This is an optimization exercise on Yosys and OpenROAD, whose aim is small area, a short achievable clock period and few clock cycles per item, not a production implementation. RTL that was checked went through simulation tests only; none was proved equivalent to the original. No driver is modelled on the clock port, so clock power and skew are understated where the tree is cut down; a real chip needs a root buffer or a tree.

== run 1 ==
Design SquareRoot, start of the top module:
module SquareRoot(
    input clk,
    input rst,
    input in_valid,
    input [31:0] floating_point_in,
    output out_valid,
    output [31:0] result
);
    reg [4:0] v;
    always @(posedge clk) begin
        if (rst) v <= 5'd0;
        else v <= {v[3:0], in_valid};
    end
    assign out_valid = v[4];
    wire [31:0] x_x = floating_point_in;
    reg [31:0] x_x_q;
    always @(posedge clk) begin
        x_x_q <= x_x;
    end
    wire sign = x_x_q[31];
    wire [7:0] expo = x_x_q[30:23];
    wire [22:0] mant = x_x_q[22:0];
    wire e_ff = (expo == 8'hFF);
    wire m_z = (mant == 23'd0);
    wire e_z = (expo == 8'h00);
    wire is_zero = e_z & m_z;
    wire kill = e_ff | is_zero | sign;
    wire qnan = e_ff ? (~m_z | sign) : ~is_zero;
    wire [8:0] exp_sum = {1'b0, expo} + 9'd127;
    wire [7:0] eo = kill ? (is_zero ? 8'h00 : 8'hFF) : exp_sum[8:1];
    wire [17:0] ar0;
    sqrt_s1 u1(.m(mant), .ar(ar0));
    wire [7:0] eo_a = eo;
    wire [0:0] e0_a = kill ? qnan : expo[0];
    wire [17:0] ar_a = ar0;
    wire [5:0] ix_a = mant[22:17];
    reg [7:0] eo_a_q;
    reg [0:0] e0_a_q;
    reg [17:0] ar_a_q;
    reg [5:0] ix_a_q;
    always @(posedge clk) begin
        eo_a_q <= eo_a;
        e0_a_q <= e0_a;
        ar_a_q <= ar_a;
        ix_a_q <= ix_a;
    end
    wire [16:0] d0;
    sqrt_s2 u2(.ar(ar_a_q), .d(d0));
    wire [25:0] mp0;
    sqrt_mpt ut(.idx(ix_a_q), .mp(mp0));
    wire [7:0] eo_b = eo_a_q;
    wire [0:0] e0_b = e0_a_q;
    wire [16:0] d_b = d0;
    wire [25:0] mp_b = mp0;
    reg [7:0] eo_b_q;
    reg [0:0] e0_b_q;
    reg [16:0] d_b_q;
    reg [25:0] mp_b_q;
    always @(posedge clk) begin
        eo_b_q <= eo_b;
        e0_b_q <= e0_b;
        d_b_q <= d_b;
        mp_b_q <= mp_b;
    end
    wire [21:0] g0;
    sqrt_s3 u3(.mp(mp_b_q), .d(d_b_q), .g(g0));
    wire [7:0] eo_c = eo_b_q;
    wire [0:0] e0_c = e0_b_q;
    wire [21:0] g_c = g0;
    reg [7:0] eo_c_q;
    reg [0:0] e0_c_q;
    reg [21:0] g_c_q;
    always @(posedge clk) begin
        eo_c_q <= eo_c;
        e0_c_q <= e0_c;
        g_c_q <= g_c;
    end
    wire [22:0] me0;
    sqrt_s4 u4(.g(g_c_q), .me(me0));
    wire [22:0] mf = e0_c_q ? {1'b0, g_c_q} : me0;
  ...
==> flow/config.mk <==
export PLATFORM = sky130hd
export DESIGN_NAME = SquareRoot
export DESIGN_NICKNAME = SquareRoot
export VERILOG_FILES = /design/flow/design.v
export SDC_FILE = /design/flow/constraint.sdc
export NUM_CORES = 4
export LEC_CHECK = 0
export CAP_MARGIN = 20
export CORE_MARGIN = 2
export CORE_UTILIZATION = 65
export CTS_CLUSTER_DIAMETER = 100
export CTS_CLUSTER_SIZE = 30
export SLEW_MARGIN = 20
export SYNTH_HIERARCHICAL = 1
export SYNTH_MINIMUM_KEEP_SIZE = 0
==> flow/constraint.sdc <==
create_clock -name core_clock -period 35.0 [get_ports {clk}]
set_input_delay 7.0000 -clock core_clock [delete_from_list [all_inputs] [get_ports {clk}]]
set_output_delay 7.0000 -clock core_clock [all_outputs]
set_load 0.01 [all_outputs]
standard.sh (not shown) runs the stock make flow with config.mk's settings and CLKGATE_MAP_FILE= SYNTH_SCRIPT=/design/flow/synth_recipe.tcl, a recipe that flattens the netlist after the stock synthesis.
==> flow/flow/run.sh <==
#!/bin/bash
# The standard layout, except that the port buffers use buf_1 instead of the
# clkdlybuf4s50_1 that buffer_ports picks by default (smaller and faster).
set -euo pipefail
export BUFFER_PORTS_ARGS="-buffer_cell sky130_fd_sc_hd__buf_1"
bash standard.sh synth > synth.log 2>&1
bash standard.sh > layout.log 2>&1
Run 1 finished all stages; the layout is clean.
### run 1 -> run 2
# run 1
export LEC_CHECK = 0
export CAP_MARGIN = 20
export CORE_MARGIN = 2
export CORE_UTILIZATION = 65
export CTS_CLUSTER_DIAMETER = 100
export CTS_CLUSTER_SIZE = 30
export SLEW_MARGIN = 20
export SYNTH_HIERARCHICAL = 1
export SYNTH_MINIMUM_KEEP_SIZE = 0
create_clock -name core_clock -period 35.0 [get_ports {clk}]
# run 2
export LEC_CHECK = 0
export CAP_MARGIN = 0
export CORE_MARGIN = 2
export CORE_UTILIZATION = 40
export SLEW_MARGIN = 0
export SYNTH_HIERARCHICAL = 1
export SYNTH_MINIMUM_KEEP_SIZE = 0
create_clock -name core_clock -period 35.0 [get_ports {clk}]
Run 2 gives less final wirelength than run 1 did.
Run 2 vs run 1: sum of met3 wire segment lengths after detailed routing down
On biggest cell delay along the critical path, run 2 and run 1 are basically level.
Looking at critical path capture point, the out_valid result is from run 2; the result[0] one comes from run 1.
For post-route clock period utilization, run 2 and run 1 come out practically identical.
Changes in run 3 relative to run 2:
# run 2
export LEC_CHECK = 0
export CAP_MARGIN = 0
export CORE_MARGIN = 2
export CORE_UTILIZATION = 40
export SLEW_MARGIN = 0
export SYNTH_HIERARCHICAL = 1
export SYNTH_MINIMUM_KEEP_SIZE = 0
create_clock -name core_clock -period 35.0 [get_ports {clk}]
# run 3
export LEC_CHECK = 0
export CAP_MARGIN = 0
export CORE_MARGIN = 2
export CORE_UTILIZATION = 40
export GPL_TIMING_DRIVEN = 0
export SLEW_MARGIN = 0
export SYNTH_HIERARCHICAL = 1
export SYNTH_MINIMUM_KEEP_SIZE = 0
create_clock -name core_clock -period 35.0 [get_ports {clk}]
Notes after the runs:
Compared with run 2, run 3 shows a lower flip-flop and latch share of the layout cell area.
Run 3 -> run 2: buffer count from post-CTS setup fixing delta 0, exact match
Wire length of the first global-routing pass: run 3 > run 2
Looking at met2 track utilization from global routing, run 3 sits 3.1 points above run 2.
No functional check of the RTL was part of any run of this note.

---

== wip/xenon ==
SquareRoot, a different RTL version from the one above (not shown whole).
For scale: about 180 flip-flops, roughly 68 I/O pins.
// SquareRoot
module SquareRoot(
    input clk,
    input rst,
    input in_valid,
    input [31:0] floating_point_in,
    output out_valid,
    output [31:0] result
);
    reg [4:0] v;
    always @(posedge clk) begin
        if (rst) v <= 5'd0;
        else v <= {v[3:0], in_valid};
    end
    assign out_valid = v[4];
    wire [31:0] x_x = floating_point_in;
    reg [31:0] x_x_q;
    always @(posedge clk) begin
        x_x_q <= x_x;
    end
    wire sign = x_x_q[31];
    wire [7:0] expo = x_x_q[30:23];
    wire [22:0] mant = x_x_q[22:0];
    wire e_ff = (expo == 8'hFF);
    wire m_z = (mant == 23'd0);
    wire e_z = (expo == 8'h00);
    wire is_zero = e_z & m_z;
    wire kill = e_ff | is_zero | sign;
    wire qnan = e_ff ? (~m_z | sign) : ~is_zero;
    wire [8:0] exp_sum = {1'b0, expo} + 9'd127;
    wire [7:0] eo = kill ? (is_zero ? 8'h00 : 8'hFF) : exp_sum[8:1];
    wire [17:0] ar0;
    sqrt_s1 u1(.m(mant), .ar(ar0));
    wire [7:0] eo_a = eo;
    wire [0:0] e0_a = kill ? qnan : expo[0];
    wire [17:0] ar_a = ar0;
    wire [5:0] ix_a = mant[22:17];
    reg [7:0] eo_a_q;
    reg [0:0] e0_a_q;
    reg [17:0] ar_a_q;
    reg [5:0] ix_a_q;
  ...
clock: 35.0 ns
lec_check: 0
cap_margin: 20
core_margin: 2
core_utilization: 40
slew_margin: 20
synth_hierarchical: 1
synth_minimum_keep_size: 0
==> flow/flow/run.sh <==
#!/bin/bash
# The standard layout, except: port buffers use buf_1 instead of the clkdlybuf4s50_1
# that buffer_ports picks by default (smaller and faster), and clock tree synthesis uses
# larger sink clusters (fewer, more heavily loaded leaf buffers) for a shorter insertion delay.
set -euo pipefail
export BUFFER_PORTS_ARGS="-buffer_cell sky130_fd_sc_hd__buf_1"
export CTS_ARGS="-sink_clustering_enable -repair_clock_nets -sink_clustering_size 64 -sink_clustering_max_diameter 300 -sink_buffer_max_cap_derate 1.0 -root_buf sky130_fd_sc_hd__clkbuf_16 -buf_list sky130_fd_sc_hd__clkbuf_16"
bash standard.sh synth > synth.log 2>&1
bash standard.sh > layout.log 2>&1
Testbench counts of wip/xenon, summed over its fixed seeds: cycles 16,040, items 16,000.
Here is what was changed in the inputs of wip/onyx compared with wip/xenon.
==> flow/flow/run.sh <==
#!/bin/bash
# The standard layout, except that the port buffers use buf_1 instead of the
# clkdlybuf4s50_1 that buffer_ports picks by default (smaller and faster).
set -euo pipefail
export BUFFER_PORTS_ARGS="-buffer_cell sky130_fd_sc_hd__buf_1"
bash standard.sh synth > synth.log 2>&1
bash standard.sh > layout.log 2>&1
==> comparison <==
Number of global-route vias before repair: wip/xenon vs wip/onyx, no meaningful difference
wip/onyx and wip/xenon ended up with nearly the same global routing usage on met1.
Compared wip/xenon against wip/onyx; tightest hold margin within noise.
On minimum clock period, wip/onyx and wip/xenon are basically level.
The worst setup slack of wip/xenon and that of wip/onyx are within noise of each other.
The number of vias after detailed routing of wip/xenon and that of wip/onyx are within noise of each other.
For routed length per placed instance, wip/xenon and wip/onyx come out practically identical.
Overall fraction of global-route tracks in use: wip/onyx vs wip/xenon — no meaningful difference
~same wire length of the first global-routing pass in wip/onyx and wip/xenon
Delta (wip/onyx minus wip/xenon): clock buffer count in the final layout higher, area overhead of the layout relative to synthesis held.

---

Setup of job 101:
SquareRoot again, from the RTL that the note above started with.
clock: 35.0 ns
lec_check: 0
cap_margin: 20
core_margin: 2
core_utilization: 40
slew_margin: 20
synth_hierarchical: 1
synth_minimum_keep_size: 0
==> flow/flow/run.sh <==
#!/bin/bash
# The standard layout, except:
#  - port buffers use buf_1 instead of the clkdlybuf4s50_1 that buffer_ports picks by default;
#  - the clock tree has two levels: the clock port drives four clkbuf_16, which drive sixteen
#    leaf clkbuf_16 near the register clusters (flow/mycts.tcl, sourced as ORFS's PRE_CTS_TCL hook,
#    stands in for TritonCTS). The rest of ORFS's CTS step (legalisation, repair) runs as usual.
set -euo pipefail
export BUFFER_PORTS_ARGS="-buffer_cell sky130_fd_sc_hd__buf_1"
export PRE_CTS_TCL="$(pwd)/flow/mycts.tcl"
bash standard.sh synth > synth.log 2>&1
bash standard.sh > layout.log 2>&1
==> flow/flow/mycts.tcl <==
# PRE_CTS hook: replaces TritonCTS with a two-level clock tree. The clock port drives four
# clkbuf_16; each drives the leaf clkbuf_16 of nearby register clusters (k-means on the placed
# register positions), so no single buffer has to span the die.
proc mycts_kmeans {xs ys k} {
  set n [llength $xs]
  set order [lsort -real -indices $xs]
  set cx {}; set cy {}
  for {set j 0} {$j < $k} {incr j} {
    set i [lindex $order [expr {int(($j + 0.5) * $n / $k)}]]
    lappend cx [lindex $xs $i]; lappend cy [lindex $ys $i]
  }
  set asg [lrepeat $n 0]
  for {set iter 0} {$iter < 100} {incr iter} {
    for {set i 0} {$i < $n} {incr i} {
      set best 0; set bd 1e30
      for {set j 0} {$j < $k} {incr j} {
        set d [expr {abs([lindex $xs $i] - [lindex $cx $j]) + abs([lindex $ys $i] - [lindex $cy $j])}]
        if {$d < $bd} { set bd $d; set best $j }
      }
      lset asg $i $best
    }
    for {set j 0} {$j < $k} {incr j} {
      set sx 0; set sy 0; set c 0
      for {set i 0} {$i < $n} {incr i} {
        if {[lindex $asg $i] == $j} { set sx [expr {$sx + [lindex $xs $i]}]; set sy [expr {$sy + [lindex $ys $i]}]; incr c }
      }
      if {$c > 0} { lset cx $j [expr {$sx / $c}]; lset cy $j [expr {$sy / $c}] }
    }
  }
  return [list $asg $cx $cy]
}

proc mycts_buffer {block master name innet x y} {
  set inst [odb::dbInst_create $block $master $name]
  set net [odb::dbNet_create $block "net_$name"]
  $net setSigType CLOCK
  [$inst findITerm A] connect $innet
  [$inst findITerm X] connect $net
  $inst setLocation [expr {int($x)}] [expr {int($y)}]
  $inst setPlacementStatus PLACED
  return $net
}

proc clock_tree_synthesis {args} {
  set n1 4
  set n2 16
  set block [ord::get_db_block]
  set clk [$block findNet clk]
  $clk setSigType CLOCK
  set master [[ord::get_db] findMaster sky130_fd_sc_hd__clkbuf_16]
  set sinks {}
  foreach it [$clk getITerms] {
    if {[$it isInputSignal]} { lappend sinks $it }
  }
  set xs {}; set ys {}
  foreach it $sinks {
    set bb [[$it getInst] getBBox]
    lappend xs [expr {([$bb xMin] + [$bb xMax]) / 2.0}]
    lappend ys [expr {([$bb yMin] + [$bb yMax]) / 2.0}]
  }
  lassign [mycts_kmeans $xs $ys $n2] asg2 cx2 cy2
  lassign [mycts_kmeans $cx2 $cy2 $n1] asg1 cx1 cy1
  puts "mycts: [llength $sinks] clock sinks, $n1 + $n2 buffers"
  for {set a 0} {$a < $n1} {incr a} {
    set net1 [mycts_buffer $block $master "clkbuf_my1_$a" $clk [lindex $cx1 $a] [lindex $cy1 $a]]
    for {set b 0} {$b < $n2} {incr b} {
      if {[lindex $asg1 $b] != $a} continue
      set net2 [mycts_buffer $block $master "clkbuf_my2_$b" $net1 [lindex $cx2 $b] [lindex $cy2 $b]]
      set c 0
      for {set i 0} {$i < [llength $sinks]} {incr i} {
        if {[lindex $asg2 $i] == $b} {
          set it [lindex $sinks $i]
          $it disconnect
          $it connect $net2
          incr c
        }
      }
      puts "mycts: leaf $b under $a drives $c sinks"
    }
  }
}
Job 101 finished every step from synthesis to the final layout, and the layout passed the timing, DRC and antenna checks.
Testbench counts of job 101, summed over its fixed seeds: cycles 16,040, items 16,000.
[inputs] job 102 vs job 101
- PLACE_DENSITY now 0.75, previously not set
-- flow/flow/run.sh --
<<< job 101, line 3
#  - port buffers use buf_1 instead of the clkdlybuf4s50_1 that buffer_ports picks by default;
>>> job 102, line 3
#  - port buffers use buf_1 instead of the clkdlybuf4s50_1 that buffer_ports picks by default,
#    and the output port buffers are then swapped to buf_2 (in flow/mycts.tcl);
-- flow/flow/mycts.tcl --
<<< job 101, line 45
>>> job 102, line 45
  # output port buffers: buf_2 instead of buf_1 (0.01 pF port load)
  set b2 [[ord::get_db] findMaster sky130_fd_sc_hd__buf_2]
  foreach inst [[ord::get_db_block] getInsts] {
    if {[string match "output*" [$inst getName]] && [[$inst getMaster] getName] eq "sky130_fd_sc_hd__buf_1"} {
      $inst swapMaster $b2
    }
  }
Findings:
Job 101 → job 102: largest net degree at the start of global routing went up by about 20%; sum of routed wire length over all layers fell by 7.8%. Going from job 101 to job 102, detailed placer's ending HPWL has decreased, met2 layer wire length in the routed design has decreased, worst hold slack has decreased. Higher total met3 wirelength after detailed routing among job 102 and job 101: job 102. Count of cell types in the netlist came out exactly the same in job 102 and job 101. Looking at global-route wire length before repair across both flows, job 102 is the stronger of the two, with job 101 trailing. On job 102: routability congestion estimate is 0.037 higher than what job 101 gave.
For job 103, these inputs were changed with respect to job 102:
- clearing PLACE_DENSITY, which used to be 0.75
-- flow/flow/run.sh --
<<< job 102, line 5
#  - the clock tree has two levels: the clock port drives four clkbuf_16, which drive sixteen
>>> job 103, line 5
#  - the clock tree has two levels: the clock port drives four clkbuf_16, which drive twelve
-- flow/flow/mycts.tcl --
<<< job 102, line 53
  set n2 16
>>> job 103, line 53
  set n2 12
### Flow results
Job 103 ended with less area overhead of the layout relative to synthesis than job 102. Average wire length per cell after detail routing (job 103 / job 102): 1.08. Number of detailed-routing iterations run before antenna repair was higher in the run labelled job 103. [job 103] worst hold slack across all endpoints fell 0.0073 ns relative to job 102.
In every run of this note, the design's own scripts or RTL, not TritonCTS, make the clock network.

---

oak:
SquareRoot again, from the RTL that the note above started with.
export LEC_CHECK = 0
export CAP_MARGIN = 20
export CORE_MARGIN = 2
export CORE_UTILIZATION = 40
export SLEW_MARGIN = 20
export SYNTH_HIERARCHICAL = 1
export SYNTH_MINIMUM_KEEP_SIZE = 0
create_clock -name core_clock -period 35.0 [get_ports {clk}]
==> flow/flow/run.sh <==
#!/bin/bash
# The standard layout, except:
#  - port buffers use buf_1 instead of the clkdlybuf4s50_1 that buffer_ports picks by default,
#    and the output port buffers are then swapped to buf_2 (in flow/mycts.tcl);
#  - the clock tree has two levels: the clock port drives four clkbuf_16, which drive sixteen
#    leaf clkbuf_16 near the register clusters (flow/mycts.tcl, sourced as ORFS's PRE_CTS_TCL hook,
#    stands in for TritonCTS). The rest of ORFS's CTS step (legalisation, repair) runs as usual.
set -euo pipefail
export BUFFER_PORTS_ARGS="-buffer_cell sky130_fd_sc_hd__buf_1"
export PRE_CTS_TCL="$(pwd)/flow/mycts.tcl"
bash standard.sh synth > synth.log 2>&1
bash standard.sh > layout.log 2>&1
Other scripts of this flow, unchanged in this note and not shown: flow/flow/mycts.tcl
Testbench counts of oak, summed over its fixed seeds: cycles 16,040, items 16,000.
### oak -> pine
- CORE_UTILIZATION changed from 40 to 60
==> summary.txt <==
Total length of routed met3 wires: pine vs oak up 2.0%. pine against oak: area enclosed by the die boundary has decreased; worst hold slack has increased. Going from oak to pine, routing usage on met1 grows by 13 points. Sort oak and pine by met2 layer wire length in the routed design asc -> top: pine. More vias were needed by pine than by oak. oak has higher final area than pine.
No run of this note takes its clock network from TritonCTS; it comes from the design's own scripts or RTL.

## what the ideal ports hide
No port has a modelled driver above. Below, the same layouts with a new extraction and two added sets of constraints. Step 1: set_driving_cell puts a clkbuf_16 on clk and a buf_2 on each other input, an assumption about the parent block. Step 2 moves the port delays by t, midway between the first and last clock arrival at a register: inputs arrive t later, outputs are due t later. That takes back most of the time a late clock gives input paths. Slacks: ideal ports / drivers / drivers and shift; pairs: ideal ports / drivers.
run | t (ns) | setup slack, ns | clock arrival spread, ns
run 1 | 0.545 | 27.034 / 26.975 / 27.419 | 0.017 / 0.016
run 2 | 0.530 | 27.058 / 26.997 / 27.527 | 0.024 / 0.023
run 3 | 0.518 | 27.076 / 27.014 / 27.531 | 0.023 / 0.023
wip/xenon | 0.526 | 27.048 / 26.993 / 27.519 | 0.029 / 0.029
wip/onyx | 0.524 | 27.049 / 26.994 / 27.519 | 0.029 / 0.029
job 101 | 0.418 | 27.192 / 27.071 / 27.489 | 0.057 / 0.057
job 102 | 0.419 | 27.217 / 27.099 / 27.459 | 0.058 / 0.058
job 103 | 0.412 | 27.189 / 27.071 / 27.484 | 0.099 / 0.099
oak | 0.418 | 27.225 / 27.104 / 27.523 | 0.057 / 0.057
pine | 0.411 | 27.258 / 27.138 / 27.389 | 0.031 / 0.031
After both steps every run listed still meets setup and hold.
